What follows belongs to an exercise in optimizing a design on an open flow for small area; a production flow would make more cautious choices. At most, simulation tests tie the RTL to the original design; equivalence was not proved. Power and IR drop assume default switching activity.

==> v7 <==
// lab3
module lab3(clk_50M,key0,key1,key2,reset_n,RS,RW,DB,EN,ON);
==> module debounce, before the edit <==
module debounce(key, clk, reset, sample, fall);
input key, clk, reset, sample;
output fall;
reg pre_key;
reg out;
assign fall = out & ~pre_key & ~key;
always @(posedge clk or negedge reset)
begin
	if (!reset) begin
		pre_key <= 1'b1;
		out <= 1'b1;
	end else if (sample) begin
		pre_key <= key;
		if (pre_key == key) out <= key;
	end
end
endmodule
==> module lab3, before the edit <==
module lab3(clk_50M,key0,key1,key2,reset_n,RS,RW,DB,EN,ON);
input clk_50M,key0,key1,key2,reset_n;
output EN,ON;
output RS,RW;
output [7:0] DB;
reg [16:0] div;
localparam [25:0] CS_INIT  = 26'h2bf2131;   
localparam [25:0] CS_LAST  = 26'h15f9098;   
localparam [25:0] CS_START = 26'h051e238;   
reg [25:0] count_sec;
reg [8:0] q;
localparam [3:0] I_ADDR = 4'b1000, I_INIT = 4'b1001, I_PRE = 4'b1100, I_GO = 4'b1101;
reg [3:0] idx;
reg [3:0] dbl;    
reg [3:0] S_1; reg [2:0] S_10;
reg [3:0] M_1; reg [2:0] M_10;
reg [3:0] H_1; reg [1:0] H_10;
wire sample = (div == 17'd65537);
wire apply  = (div == 17'd65539);
wire f0, f1, f2;
debounce D1(.clk(clk_50M), .key(key0), .reset(reset_n), .sample(sample), .fall(f0));
debounce D2(.clk(clk_50M), .key(key1), .reset(reset_n), .sample(sample), .fall(f1));
debounce D3(.clk(clk_50M), .key(key2), .reset(reset_n), .sample(sample), .fall(f2));
reg [1:0] key_field;
always @(posedge clk_50M)
	if (sample) key_field <= f0 ? 2'd1 : f1 ? 2'd2 : f2 ? 2'd3 : 2'd0;
wire tick  = (count_sec == CS_LAST);
wire start = (count_sec == CS_START);
wire neg0 = apply & (key_field == 2'd1);
wire neg1 = apply & (key_field == 2'd2);
wire neg2 = apply & (key_field == 2'd3);
wire s1_9  = S_1[3] & S_1[0];
wire s10_5 = S_10[2] & S_10[0];
wire m1_9  = M_1[3] & M_1[0];
wire m10_5 = M_10[2] & M_10[0];
wire h1_9  = H_1[3] & H_1[0];
wire h_23  = H_10[1] & H_1[1] & H_1[0];
wire inc_s = neg0 | tick;
wire inc_m = neg1 | (tick & s1_9 & s10_5);
wire inc_h = neg2 | (tick & s1_9 & s10_5 & m1_9 & m10_5);
wire hold   = (idx == I_PRE) & q[8] & ~q[0];
wire inc_q  = (div[2:0] == 3'd0) & ~hold;
wire wrap   = inc_q & q[8] & q[0];
wire [8:0] q_next = wrap ? 9'd0 : q + {8'd0, inc_q};
reg [3:0] idx_step;
always @* begin
	case (idx)
		I_ADDR: idx_step = 4'd0;
		I_INIT: idx_step = 4'd1;
		I_PRE:  idx_step = I_PRE;
		I_GO:   idx_step = I_INIT;
		default: idx_step = idx + 4'd1;
	endcase
end
wire [3:0] idx_next = wrap ? idx_step : (start & (idx == I_PRE)) ? I_GO : idx;
reg [3:0] byte_lo;
always @* begin
	case (idx_next)
		4'd0: byte_lo = S_1;
		4'd1: byte_lo = {1'b0, S_10};
		4'd2: byte_lo = 4'd10;
		4'd3: byte_lo = M_1;
		4'd4: byte_lo = {1'b0, M_10};
		4'd5: byte_lo = 4'd10;
		4'd6: byte_lo = H_1;
		4'd7: byte_lo = {2'b0, H_10};
		I_INIT: byte_lo = 4'd6;
		default: byte_lo = 4'd0;
	endcase
end
wire load = (q_next < 9'd7);
assign ON = 1'b1;
assign EN = (q >= 9'd2) & (q <= 9'd4);
assign RS = ~idx[3];
assign RW = idx[3] & idx[2];
assign DB = {idx == I_ADDR, 1'b0, RS, RS, dbl};
always @(posedge clk_50M or negedge reset_n)
begin
	if (!reset_n) begin
		div <= 17'd0;
		count_sec <= CS_INIT;
		q <= 9'd257;
		idx <= I_PRE;
		dbl <= 4'd0;
		S_1 <= 0; S_10 <= 0; M_1 <= 0; M_10 <= 0; H_1 <= 0; H_10 <= 0;
	end else begin
		div <= div + 1'b1;
		count_sec <= {count_sec[24:0], count_sec[25] ^ count_sec[5] ^ count_sec[1] ^ count_sec[0] ^ tick};
		q <= q_next;
		idx <= idx_next;
		if (load) dbl <= byte_lo;
		if (inc_s) begin
			S_1 <= s1_9 ? 4'd0 : S_1 + 1'b1;
			if (s1_9) S_10 <= s10_5 ? 3'd0 : S_10 + 1'b1;
		end
		if (inc_m) begin
			M_1 <= m1_9 ? 4'd0 : M_1 + 1'b1;
			if (m1_9) M_10 <= m10_5 ? 3'd0 : M_10 + 1'b1;
		end
		if (inc_h) begin
			if (h_23) begin
				H_1 <= 4'd0; H_10 <= 2'd0;
			end else if (h1_9) begin
				H_1 <= 4'd0; H_10 <= H_10 + 1'b1;
			end else
				H_1 <= H_1 + 1'b1;
		end
	end
end
endmodule
==> flow/config.mk <==
export PLATFORM = sky130hd
export DESIGN_NAME = lab3
export DESIGN_NICKNAME = lab3
export VERILOG_FILES = /design/flow/design.v
export SDC_FILE = /design/flow/constraint.sdc
export NUM_CORES = 4
export LEC_CHECK = 0
export CAP_MARGIN = 20
export CORE_MARGIN = 2
export CORE_UTILIZATION = 40
export PLACE_DENSITY = 0.6
export SLEW_MARGIN = 20
==> flow/constraint.sdc <==
create_clock -name core_clock -period 20.0 [get_ports {clk_50M}]
set_input_delay 4.0000 -clock core_clock [delete_from_list [all_inputs] [get_ports {clk_50M}]]
set_output_delay 4.0000 -clock core_clock [all_outputs]
set_load 0.01 [all_outputs]
standard.sh (not shown) runs the stock make flow with config.mk's settings and CLKGATE_MAP_FILE= SYNTH_SCRIPT=/design/flow/synth_recipe.tcl, a recipe that flattens the netlist after the stock synthesis.
==> flow/flow/run.sh <==
#!/bin/bash
# Own flow: the standard synthesis, its gates re-mapped for area by ABC
# (registers untouched), then the standard layout with smaller port buffers
# and a clock tree without dummy loads.
set -euo pipefail
W=$(pwd)
R=$W/orfs/results/$FLOW_PLATFORM/lab3/base
FLOWDIR=$(cd "$(dirname "${BASH_SOURCE[0]}")" && pwd)

bash standard.sh synth > $W/flow_synth.log 2>&1
cp $R/1_2_yosys.v $W/standard_1_2_yosys.v
REABC_LIB=$FLOW_HOME/platforms/$FLOW_PLATFORM/lib/sky130_fd_sc_hd__tt_025C_1v80.lib \
REABC_IN=$W/standard_1_2_yosys.v REABC_OUT=$W/reabc_1_2_yosys.v \
  yosys -c $FLOWDIR/reabc.tcl > $W/flow_reabc.log 2>&1
cp $W/reabc_1_2_yosys.v $R/1_2_yosys.v
rm -f $R/1_synth.odb $R/1_synth.sdc

bash standard.sh \
  "BUFFER_PORTS_ARGS=-buffer_cell sky130_fd_sc_hd__buf_1" \
  "CTS_ARGS=-sink_clustering_enable -repair_clock_nets -dont_use_dummy_load -buf_list sky130_fd_sc_hd__clkbuf_8" \
  finish > $W/flow_finish.log 2>&1
==> flow/flow/reabc.tcl <==
# Re-map the combinational logic of the standard synthesis for area.
# The flip-flops and tie cells of the standard netlist are kept as they are
# (same instances, names and cell types); only the gates between them are
# re-synthesised by ABC.
yosys -import
set lib $::env(REABC_LIB)
read_liberty -ignore_miss_func $lib
read_verilog $::env(REABC_IN)
hierarchy -top $::env(FLOW_TOP)
blackbox sky130_fd_sc_hd__df* sky130_fd_sc_hd__edf* sky130_fd_sc_hd__sdf* sky130_fd_sc_hd__dl* sky130_fd_sc_hd__conb*
flatten
opt_clean
stat -liberty $lib
abc -liberty $lib -dont_use sky130_fd_sc_hd__conb_1 -dont_use sky130_fd_sc_hd__fill_1 -dont_use sky130_fd_sc_hd__fill_2 -dont_use sky130_fd_sc_hd__fill_4 -dont_use sky130_fd_sc_hd__fill_8 -dont_use sky130_fd_sc_hd__lpflow_bleeder_1 -dont_use sky130_fd_sc_hd__lpflow_clkbufkapwr_1 -dont_use sky130_fd_sc_hd__lpflow_clkbufkapwr_16 -dont_use sky130_fd_sc_hd__lpflow_clkbufkapwr_2 -dont_use sky130_fd_sc_hd__lpflow_clkbufkapwr_4 -dont_use sky130_fd_sc_hd__lpflow_clkbufkapwr_8 -dont_use sky130_fd_sc_hd__lpflow_clkinvkapwr_1 -dont_use sky130_fd_sc_hd__lpflow_clkinvkapwr_16 -dont_use sky130_fd_sc_hd__lpflow_clkinvkapwr_2 -dont_use sky130_fd_sc_hd__lpflow_clkinvkapwr_4 -dont_use sky130_fd_sc_hd__lpflow_clkinvkapwr_8 -dont_use sky130_fd_sc_hd__lpflow_decapkapwr_12 -dont_use sky130_fd_sc_hd__lpflow_decapkapwr_3 -dont_use sky130_fd_sc_hd__lpflow_decapkapwr_4 -dont_use sky130_fd_sc_hd__lpflow_decapkapwr_6 -dont_use sky130_fd_sc_hd__lpflow_decapkapwr_8 -dont_use sky130_fd_sc_hd__lpflow_inputiso0n_1 -dont_use sky130_fd_sc_hd__lpflow_inputiso0p_1 -dont_use sky130_fd_sc_hd__lpflow_inputiso1n_1 -dont_use sky130_fd_sc_hd__lpflow_inputiso1p_1 -dont_use sky130_fd_sc_hd__lpflow_inputisolatch_1 -dont_use sky130_fd_sc_hd__lpflow_isobufsrc_1 -dont_use sky130_fd_sc_hd__lpflow_isobufsrc_16 -dont_use sky130_fd_sc_hd__lpflow_isobufsrc_2 -dont_use sky130_fd_sc_hd__lpflow_isobufsrc_4 -dont_use sky130_fd_sc_hd__lpflow_isobufsrc_8 -dont_use sky130_fd_sc_hd__lpflow_isobufsrckapwr_16 -dont_use sky130_fd_sc_hd__lpflow_lsbuf_lh_hl_isowell_tap_1 -dont_use sky130_fd_sc_hd__lpflow_lsbuf_lh_hl_isowell_tap_2 -dont_use sky130_fd_sc_hd__lpflow_lsbuf_lh_hl_isowell_tap_4 -dont_use sky130_fd_sc_hd__lpflow_lsbuf_lh_isowell_4 -dont_use sky130_fd_sc_hd__lpflow_lsbuf_lh_isowell_tap_1 -dont_use sky130_fd_sc_hd__lpflow_lsbuf_lh_isowell_tap_2 -dont_use sky130_fd_sc_hd__lpflow_lsbuf_lh_isowell_tap_4 -dont_use sky130_fd_sc_hd__probe_p_8 -dont_use sky130_fd_sc_hd__probec_p_8  -script "+strash;&get,-n;&dch,-f;&if,-a,-K,6;&mfs;&st;&dch,-f;&nf,-a,-R,1000;&put"
opt_clean -purge
hilomap -singleton -hicell sky130_fd_sc_hd__conb_1 HI -locell sky130_fd_sc_hd__conb_1 LO
insbuf -buf sky130_fd_sc_hd__buf_4 A X
splitnets
opt_clean -purge
select $::env(FLOW_TOP)
stat -liberty $lib
write_verilog -noattr -nohex -nodec -selected $::env(REABC_OUT)
==> inputs of v32, as changes to v7 <==
--- a/flow/design.v
+++ b/flow/design.v
@@ -1,8 +1,7 @@
-module debounce(key, clk, reset, sample, fall);
+module debounce(key, clk, reset, sample, fell);
 input key, clk, reset, sample;
-output fall;
+output reg fell;
 reg pre_key;
 reg out;
-assign fall = out & ~pre_key & ~key;
 always @(posedge clk or negedge reset)
 begin
@@ -15,4 +14,6 @@
 	end
 end
+always @(posedge clk)
+	if (sample) fell <= out & ~pre_key & ~key;
 endmodule
 module lab3(clk_50M,key0,key1,key2,reset_n,RS,RW,DB,EN,ON);
@@ -22,10 +23,7 @@
 output [7:0] DB;
 reg [16:0] div;
-localparam [25:0] CS_INIT  = 26'h2bf2131;   
-localparam [25:0] CS_LAST  = 26'h15f9098;   
-localparam [25:0] CS_START = 26'h051e238;   
 reg [25:0] count_sec;
 reg [8:0] q;
-localparam [3:0] I_ADDR = 4'b1000, I_INIT = 4'b1001, I_PRE = 4'b1100, I_GO = 4'b1101;
+localparam [3:0] I_ADDR = 4'b1000, I_INIT = 4'b1001, I_PRE = 4'b1100;
 reg [3:0] idx;
 reg [3:0] dbl;    
@@ -36,15 +34,12 @@
 wire apply  = (div == 17'd65539);
 wire f0, f1, f2;
-debounce D1(.clk(clk_50M), .key(key0), .reset(reset_n), .sample(sample), .fall(f0));
-debounce D2(.clk(clk_50M), .key(key1), .reset(reset_n), .sample(sample), .fall(f1));
-debounce D3(.clk(clk_50M), .key(key2), .reset(reset_n), .sample(sample), .fall(f2));
-reg [1:0] key_field;
-always @(posedge clk_50M)
-	if (sample) key_field <= f0 ? 2'd1 : f1 ? 2'd2 : f2 ? 2'd3 : 2'd0;
-wire tick  = (count_sec == CS_LAST);
-wire start = (count_sec == CS_START);
-wire neg0 = apply & (key_field == 2'd1);
-wire neg1 = apply & (key_field == 2'd2);
-wire neg2 = apply & (key_field == 2'd3);
+debounce D1(.clk(clk_50M), .key(key0), .reset(reset_n), .sample(sample), .fell(f0));
+debounce D2(.clk(clk_50M), .key(key1), .reset(reset_n), .sample(sample), .fell(f1));
+debounce D3(.clk(clk_50M), .key(key2), .reset(reset_n), .sample(sample), .fell(f2));
+wire tick  = &(count_sec | ~26'd50000000);
+wire start = &(count_sec[25:9] | ~17'd4083);
+wire neg0 = apply & f0;
+wire neg1 = apply & f1 & ~f0;
+wire neg2 = apply & f2 & ~f0 & ~f1;
 wire s1_9  = S_1[3] & S_1[0];
 wire s10_5 = S_10[2] & S_10[0];
@@ -56,5 +51,5 @@
 wire inc_m = neg1 | (tick & s1_9 & s10_5);
 wire inc_h = neg2 | (tick & s1_9 & s10_5 & m1_9 & m10_5);
-wire hold   = (idx == I_PRE) & q[8] & ~q[0];
+wire hold   = (idx == I_PRE) & q[8] & ~q[0] & ~start;
 wire inc_q  = (div[2:0] == 3'd0) & ~hold;
 wire wrap   = inc_q & q[8] & q[0];
@@ -65,10 +60,9 @@
 		I_ADDR: idx_step = 4'd0;
 		I_INIT: idx_step = 4'd1;
-		I_PRE:  idx_step = I_PRE;
-		I_GO:   idx_step = I_INIT;
+		I_PRE:  idx_step = count_sec[20] ? I_INIT : I_PRE;
 		default: idx_step = idx + 4'd1;
 	endcase
 end
-wire [3:0] idx_next = wrap ? idx_step : (start & (idx == I_PRE)) ? I_GO : idx;
+wire [3:0] idx_next = wrap ? idx_step : idx;
 reg [3:0] byte_lo;
 always @* begin
@@ -96,5 +90,5 @@
 	if (!reset_n) begin
 		div <= 17'd0;
-		count_sec <= CS_INIT;
+		count_sec <= 26'd0;
 		q <= 9'd257;
 		idx <= I_PRE;
@@ -103,5 +97,5 @@
 	end else begin
 		div <= div + 1'b1;
-		count_sec <= {count_sec[24:0], count_sec[25] ^ count_sec[5] ^ count_sec[1] ^ count_sec[0] ^ tick};
+		count_sec <= tick ? 26'd0 : count_sec + 1'b1;
 		q <= q_next;
 		idx <= idx_next;
==> flow/run.sh (new file) <==
#!/bin/bash
# synth_recipe.tcl (not shown) runs the flow's synth.tcl, then flattens the netlist and writes it again
# the make line also repeats each setting of config.mk as NAME=value (left out here)
make -C /OpenROAD-flow-scripts/flow DESIGN_CONFIG=/design/flow/config.mk WORK_HOME=/design/flow/orfs CLKGATE_MAP_FILE= SYNTH_SCRIPT=/design/flow/synth_recipe.tcl finish
removed: flow/flow/run.sh
removed: flow/flow/reabc.tcl
removed: flow/standard.sh
==> summary.txt <==
v32 finished clean. v7 passed the timing, DRC and antenna checks.
Against v32, the routed wire length of v7 is smaller by 21%.
Against v32, the total power of v7 is smaller by about 22%.
Between v7 and v32, the lower final area is in v7 (gap about 22%, measured against v32).
In v32 the final cell count is higher than in v7, by 31%.
For v32, only the layout was checked, not whether the RTL still works.

-- what the ideal ports hide --
In the flow no input, the clock included, has a driving cell. The finished layouts below were timed again as built, in two steps. Step 1 (the two cells are an assumption about what drives the block):
set clk [get_ports {clk_50M}]
set_driving_cell -lib_cell sky130_fd_sc_hd__clkbuf_16 $clk
set_driving_cell -lib_cell sky130_fd_sc_hd__buf_2 [delete_from_list [all_inputs] $clk]
Step 2 moves the port delays by t, midway between the first and last clock arrival at a register: inputs arrive t later, outputs are due t later. That takes back most of the time a late clock gives input paths. a / b / c = ideal / step 1 / step 2; a / b = the first two.
run | t (ns) | slack for setup (ns) | latest minus earliest clock arrival (ns) | worst register clock-pin slew, ns | worst data-port slew with drivers (ns)
v7 | 0.366 | 14.466 / 14.434 / 14.800 | 0.026 / 0.026 | 0.09 / 0.09 | 0.03
v32 | 0.370 | 13.917 / 13.880 / 14.250 | 0.006 / 0.006 | 0.07 / 0.07 | 0.03
After both steps every run listed still meets setup and hold.
